Background: an optimization exercise with open tools, aiming at small area and a short achievable clock period. Do not read the settings as production practice.
Only simulation tests tie the RTL to the original design; equivalence was not proved.
Power is estimated from default activity; no workload was simulated.

## run 1
## top
module top (
  input         clk,
  input         rst,
  input  [31:0] a,
  input  [31:0] b,
  output [67:0] y
);
Settings: LEC_CHECK=0, ABC_CLOCK_PERIOD_IN_PS=1500, CAP_MARGIN=20, CORE_MARGIN=2, CORE_UTILIZATION=40, SLEW_MARGIN=20; clock period 12.0 ns.
run.sh (not shown) runs the stock make flow with config.mk's settings and CLKGATE_MAP_FILE= SYNTH_SCRIPT=/design/flow/synth_recipe.tcl, a recipe that flattens the netlist after the stock synthesis.
[inputs] run 2 vs run 1
diff --git a/flow/config.mk b/flow/config.mk
--- a/flow/config.mk
+++ b/flow/config.mk
@@ -6,7 +6,6 @@
 export NUM_CORES = 4
 export LEC_CHECK = 0
-export ABC_CLOCK_PERIOD_IN_PS = 1500
-export CAP_MARGIN = 20
+export CAP_MARGIN = 60
 export CORE_MARGIN = 2
 export CORE_UTILIZATION = 40
-export SLEW_MARGIN = 20
+export SLEW_MARGIN = 70
Results
- Diff run 1 -> run 2: flip-flop and latch power held, length of the first detailed-routing pass in iterations saw an increase, number of distinct library cells after synthesis ~0 delta.
- Compared with run 1, run 2 shows a lower clock-buffer cell count.
- Looking at layout overhead on the synthesized area, run 2 sits 0.86 points below run 1.
- Run 2 reports a lower switching power share of the total than run 1 does.
- Proportion of layout cells with a drive suffix above 1: run 2 vs run 1 up 3.4 points
- Comparing run 2 against run 1, there is no change at all in share of the yosys chip area belonging to registers.
- Final worst-path setup slack for run 2 is higher than for run 1.
- Density: run 2 sparser than run 1
--- input diff run 2..run 3 ---
diff --git a/flow/config.mk b/flow/config.mk
--- a/flow/config.mk
+++ b/flow/config.mk
@@ -6,6 +6,6 @@
 export NUM_CORES = 4
 export LEC_CHECK = 0
-export CAP_MARGIN = 60
+export CAP_MARGIN = 20
 export CORE_MARGIN = 2
 export CORE_UTILIZATION = 40
-export SLEW_MARGIN = 70
+export SLEW_MARGIN = 90
In run 3, total stage count of the critical path is higher than in run 2. Relative to run 2, pin slew with the least headroom to its limit has decreased by 0.22 ns in run 3. Run 2 reached the final stage; the timing, DRC and antenna checks on its layout passed. Run 3 went all the way through synthesis, placement and routing and the layout is clean on timing, DRC and antenna. Power dissipated in the clock network is lower on run 3. The higher placed instance area came out of run 3.


top, a different RTL version from the one above (not shown whole).
Size in the first run: about 1400 cells after synthesis, about 130 I/O pins.
## top
module top (
  input         clk,
  input         rst,
  input  [31:0] a,
  input  [31:0] b,
  output [67:0] y
);
  reg [26:0] c11_r;
  reg [26:0] c12_r;
  reg [26:0] c21_r;
  reg [26:0] c22_r;
  always @(posedge clk or posedge rst) begin
    if (rst) begin
      c11_r <= 27'd0;
      c12_r <= 27'd0;
      c21_r <= 27'd0;
      c22_r <= 27'd0;
    end else begin
      c11_r <= c11_d;
      c12_r <= c12_d;
      c21_r <= c21_d;
      c22_r <= c22_d;
    end
  end
  wire c11_pp1 = a[0] & b[0];
  wire c11_pp2 = a[0] & b[1];
  wire c11_pp3 = a[0] & b[2];
  wire c11_pp4 = a[0] & b[3];
  wire c11_pp5 = a[0] & b[4];
  wire c11_pp6 = a[0] & b[5];
  wire c11_pp7 = a[0] & b[6];
  wire c11_pp8 = a[0] & b[7];
  wire c11_pp9 = a[1] & b[0];
  wire c11_pp10 = a[1] & b[1];
  wire c11_pp11 = a[1] & b[2];
  wire c11_pp12 = a[1] & b[3];
  wire c11_pp13 = a[1] & b[4];
  wire c11_pp14 = a[1] & b[5];
  wire c11_pp15 = a[1] & b[6];
  wire c11_pp16 = a[1] & b[7];
  wire c11_pp17 = a[2] & b[0];
  wire c11_pp18 = a[2] & b[1];
  wire c11_pp19 = a[2] & b[2];
  wire c11_pp20 = a[2] & b[3];
  wire c11_pp21 = a[2] & b[4];
  wire c11_pp22 = a[2] & b[5];
  wire c11_pp23 = a[2] & b[6];
  wire c11_pp24 = a[2] & b[7];
  wire c11_pp25 = a[3] & b[0];
  wire c11_pp26 = a[3] & b[1];
  wire c11_pp27 = a[3] & b[2];
  wire c11_pp28 = a[3] & b[3];
  wire c11_pp29 = a[3] & b[4];
  wire c11_pp30 = a[3] & b[5];
  wire c11_pp31 = a[3] & b[6];
  wire c11_pp32 = a[3] & b[7];
  wire c11_pp33 = a[4] & b[0];
  ...
export LEC_CHECK = 0
export CAP_MARGIN = 20
export CORE_MARGIN = 2
export CORE_UTILIZATION = 40
export SLEW_MARGIN = 20
create_clock -name core_clock -period 12.0 [get_ports {clk}]
standard.sh (not shown) runs the stock make flow with config.mk's settings and CLKGATE_MAP_FILE= SYNTH_SCRIPT=/design/flow/synth_recipe.tcl, a recipe that flattens the netlist after the stock synthesis.
==> flow/flow/run.sh <==
#!/bin/bash
# Own layout flow: the standard flow, with two changes.
#  1. After the standard synthesis, polarity.py removes inverters around the full adders
#     and orders each full adder's inputs by arrival time (a netlist rewrite that keeps
#     every register and the logic function).
#  2. Input ports get buf_4 buffers (each drives 16 gates) and output ports buf_1
#     buffers, instead of the default delay-buffer cells.
# Each tool's output goes to a log file of its own in this folder.
set -euo pipefail
here=$(pwd)
R=$here/orfs/results/$FLOW_PLATFORM/top/base
bash standard.sh "$R/1_2_yosys.v" > synth.log 2>&1
cp "$R/1_2_yosys.v" "$here/1_2_yosys.std.v"
python3 flow/polarity.py "$here/1_2_yosys.std.v" "$R/1_2_yosys.v" > polarity.log 2>&1
export BUFFER_PORTS_ARGS="-inputs -buffer_cell sky130_fd_sc_hd__buf_4"
export POST_GLOBAL_PLACE_TCL="$here/flow/outbuf.tcl"
bash standard.sh > layout.log 2>&1
==> flow/flow/outbuf.tcl <==
# Buffer the output ports (the input ports were buffered before global placement).
buffer_ports -outputs -buffer_cell sky130_fd_sc_hd__buf_1
Other scripts of this flow, unchanged in this note and not shown: flow/flow/polarity.py
The starting point finished clean.
Change:
Settings changed: SLEW_MARGIN 20 to 55.
What happened: Critical path depth stays the same. Via count drops by 0.31%. Synthesized cell count stays the same.
Change:
==> flow/flow/run.sh (replaced) <==
#!/bin/bash
# Own layout flow: the standard flow, with two changes.
#  1. After the standard synthesis, polarity.py removes inverters around the full adders
#     (a netlist rewrite that keeps every register and the logic function).
#  2. Port buffers are buf_2 cells instead of the default delay-buffer cells.
# Each tool's output goes to a log file of its own in this folder.
set -euo pipefail
here=$(pwd)
R=$here/orfs/results/$FLOW_PLATFORM/top/base
bash standard.sh "$R/1_2_yosys.v" > synth.log 2>&1
cp "$R/1_2_yosys.v" "$here/1_2_yosys.std.v"
python3 flow/polarity.py "$here/1_2_yosys.std.v" "$R/1_2_yosys.v" > polarity.log 2>&1
export BUFFER_PORTS_ARGS="-buffer_cell sky130_fd_sc_hd__buf_2"
bash standard.sh > layout.log 2>&1
Settings changed: CORE_UTILIZATION 40 to 60, PLACE_DENSITY set to 0.75, SLEW_MARGIN 55 to 70.
removed: flow/flow/outbuf.tcl
Result: The changed run passed the timing, DRC and antenna checks; total power is lower by 0.47%; fmax is lower by 2.8%; die area is lower by 33%; final area is lower by 1.7%; wire length is lower by 5.4%; synthesized cell count does not change; clock power is lower by 8.1%; via count is higher by 3.4%; cell count is lower by 9.2%; global-route usage is higher by 8.5 points; core utilization is higher by 22 points.
Change:
==> flow/flow/run.sh (replaced) <==
#!/bin/bash
# Own layout flow: the standard flow, with two changes.
#  1. After the standard synthesis, polarity.py removes inverters around the full adders
#     and orders each full adder's inputs by arrival time (a netlist rewrite that keeps
#     every register and the logic function).
#  2. Input ports get buf_4 buffers (each drives 16 gates) and output ports buf_1
#     buffers, instead of the default delay-buffer cells.
# Each tool's output goes to a log file of its own in this folder.
set -euo pipefail
here=$(pwd)
R=$here/orfs/results/$FLOW_PLATFORM/top/base
bash standard.sh "$R/1_2_yosys.v" > synth.log 2>&1
cp "$R/1_2_yosys.v" "$here/1_2_yosys.std.v"
python3 flow/polarity.py "$here/1_2_yosys.std.v" "$R/1_2_yosys.v" > polarity.log 2>&1
export BUFFER_PORTS_ARGS="-inputs -buffer_cell sky130_fd_sc_hd__buf_4"
export POST_GLOBAL_PLACE_TCL="$here/flow/outbuf.tcl"
bash standard.sh > layout.log 2>&1
==> flow/flow/outbuf.tcl (new file) <==
# Buffer the output ports (the input ports were buffered before global placement).
buffer_ports -outputs -buffer_cell sky130_fd_sc_hd__buf_1
Settings changed: CORE_UTILIZATION 60 to 40, PLACE_DENSITY 0.75 to not set, SLEW_MARGIN 70 to 40.
After rerunning: Die area grows by 49%; setup slack is better by 0.16 ns; cell area rose by 1.5%; routed wire length goes up by 5.3%; global-route usage came out lower by 8.6 points; total power shrinks by 0.83%; final cell count increases by 10%; critical path depth stays the same; hold slack improved by 0.095 ns; via count shrinks by 2.7%; sequential power is higher by about 0.7%.
Change:
==> flow/flow/run.sh (replaced) <==
#!/bin/bash
# Own layout flow: the standard flow, with two changes.
#  1. After the standard synthesis, polarity.py removes inverters around the full adders
#     (a netlist rewrite that keeps every register and the logic function).
#  2. Port buffers are buf_2 cells instead of the default delay-buffer cells.
# Each tool's output goes to a log file of its own in this folder.
set -euo pipefail
here=$(pwd)
R=$here/orfs/results/$FLOW_PLATFORM/top/base
bash standard.sh "$R/1_2_yosys.v" > synth.log 2>&1
cp "$R/1_2_yosys.v" "$here/1_2_yosys.std.v"
python3 flow/polarity.py "$here/1_2_yosys.std.v" "$R/1_2_yosys.v" > polarity.log 2>&1
export BUFFER_PORTS_ARGS="-buffer_cell sky130_fd_sc_hd__buf_2"
bash standard.sh > layout.log 2>&1
Settings changed: SLEW_MARGIN 40 to 70.
removed: flow/flow/outbuf.tcl
Outcome: Die area is unchanged. Via count decreases by 0.40%. Worst hold slack got worse by 0.098 ns. Area after synthesis is unchanged. Global-route usage hardly moves.


top again, from the RTL that the note above started with.
Design top, start of the top module:
module top (
  input         clk,
  input         rst,
  input  [31:0] a,
  input  [31:0] b,
  output [67:0] y
);
==> flow/config.mk <==
export PLATFORM = sky130hd
export DESIGN_NAME = top
export DESIGN_NICKNAME = top
export VERILOG_FILES = /design/flow/design.v
export SDC_FILE = /design/flow/constraint.sdc
export NUM_CORES = 4
export LEC_CHECK = 0
export CAP_MARGIN = 20
export CORE_MARGIN = 2
export CORE_UTILIZATION = 40
export SLEW_MARGIN = 70
==> flow/constraint.sdc <==
create_clock -name core_clock -period 12.0 [get_ports {clk}]
set_input_delay 2.4000 -clock core_clock [delete_from_list [all_inputs] [get_ports {clk}]]
set_output_delay 2.4000 -clock core_clock [all_outputs]
set_load 0.01 [all_outputs]
==> flow/flow/run.sh <==
#!/bin/bash
# Own layout flow: the standard flow, with two changes.
#  1. After the standard synthesis, polarity.py removes inverters around the full adders
#     and orders each full adder's inputs by arrival time (a netlist rewrite that keeps
#     every register and the logic function).
#  2. Input ports get buf_4 buffers (each drives 16 gates) and output ports buf_1
#     buffers, instead of the default delay-buffer cells.
# Each tool's output goes to a log file of its own in this folder.
set -euo pipefail
here=$(pwd)
R=$here/orfs/results/$FLOW_PLATFORM/top/base
bash standard.sh "$R/1_2_yosys.v" > synth.log 2>&1
cp "$R/1_2_yosys.v" "$here/1_2_yosys.std.v"
python3 flow/polarity.py "$here/1_2_yosys.std.v" "$R/1_2_yosys.v" > polarity.log 2>&1
export BUFFER_PORTS_ARGS="-inputs -buffer_cell sky130_fd_sc_hd__buf_4"
export POST_GLOBAL_PLACE_TCL="$here/flow/outbuf.tcl"
bash standard.sh > layout.log 2>&1
Other scripts of this flow, unchanged in this note and not shown: flow/flow/outbuf.tcl, flow/flow/polarity.py
The starting point finished clean.
Change:
- PLACE_DENSITY: default -> 0.75
- SLEW_MARGIN: 70 -> 40
Effect:
- The changed run completed with no timing, DRC or antenna violations
- power went up slightly
- worst setup slack stays flat
- via count grows slightly
- fmax hardly moves
- area after synthesis does not change
- final cell count stays flat
- sequential power is about the same


Setup of old:
RTL: one of the versions met above, not the one the previous note started from.
Size: roughly 1700 cells after synthesis, roughly 110 flip-flops, ~17000 sq um of cells after synthesis.
Settings: LEC_CHECK=0, CAP_MARGIN=20, CORE_MARGIN=2, CORE_UTILIZATION=40, SLEW_MARGIN=70; clock period 12.0 ns.
run.sh (not shown) runs the stock make flow with config.mk's settings and CLKGATE_MAP_FILE= SYNTH_SCRIPT=/design/flow/synth_recipe.tcl, a recipe that flattens the netlist after the stock synthesis.
Stock flow here: none of the scripts above is used.
old: done, clean on timing, DRC and antenna
Relative to old, the following input files were edited for new:
--- a/flow/config.mk
+++ b/flow/config.mk
@@ -10,2 +10,2 @@
 export CORE_UTILIZATION = 40
-export SLEW_MARGIN = 70
+export SLEW_MARGIN = 20
Findings:
In new, the final period demand of the worst path came out 0.38 ns above the value in old.
Reported for new and old, count of maximum capacitance violations turned out identical to the last digit.
Status: number of non-filler instances in the completed layout parity (old, new)

[afterwards: timing with drivers on the ports]
The results above use ideal ports. As a check the final layouts listed here were re-extracted and re-timed, cells and wires unchanged. Step 1: set_driving_cell puts a clkbuf_16 on clk and a buf_2 on each other input, an assumption about the parent block. Step 2 times the ports against the registers' clock, not the clock port: input delays grow and output delays shrink by t, the midpoint of the rising clock arrivals with the driver on. a / b / c = ideal / step 1 / step 2; a / b = the first two.
| run | t, ns | slack for setup (ns) | worst setup path after step 2 |
|---|---|---|---|
| run 1 | 0.453 | 5.717 / 5.735 / 5.282 | input to register |
| run 2 | 0.453 | 6.102 / 6.109 / 5.656 | input to register |
| run 3 | 0.450 | 0.735 / 0.679 / 1.129 | register to output |
| the first run of note 2 | 0.418 | 6.649 / 6.630 / 6.212 | input to register |
| the second run of note 2 | 0.416 | 6.644 / 6.629 / 6.212 | input to register |
| the third run of note 2 | 0.409 | 6.487 / 6.504 / 6.095 | input to register |
| the fourth run of note 2 | 0.419 | 6.643 / 6.631 / 6.212 | input to register |
| the fifth run of note 2 | 0.423 | 6.516 / 6.504 / 6.081 | input to register |
| the first run of note 3 | 0.417 | 6.644 / 6.635 / 6.217 | input to register |
| the second run of note 3 | 0.417 | 6.642 / 6.646 / 6.229 | input to register |
| old | 0.453 | 6.102 / 6.109 / 5.656 | input to register |
| new | 0.453 | 5.717 / 5.735 / 5.282 | input to register |
After both steps every run listed still meets setup and hold.
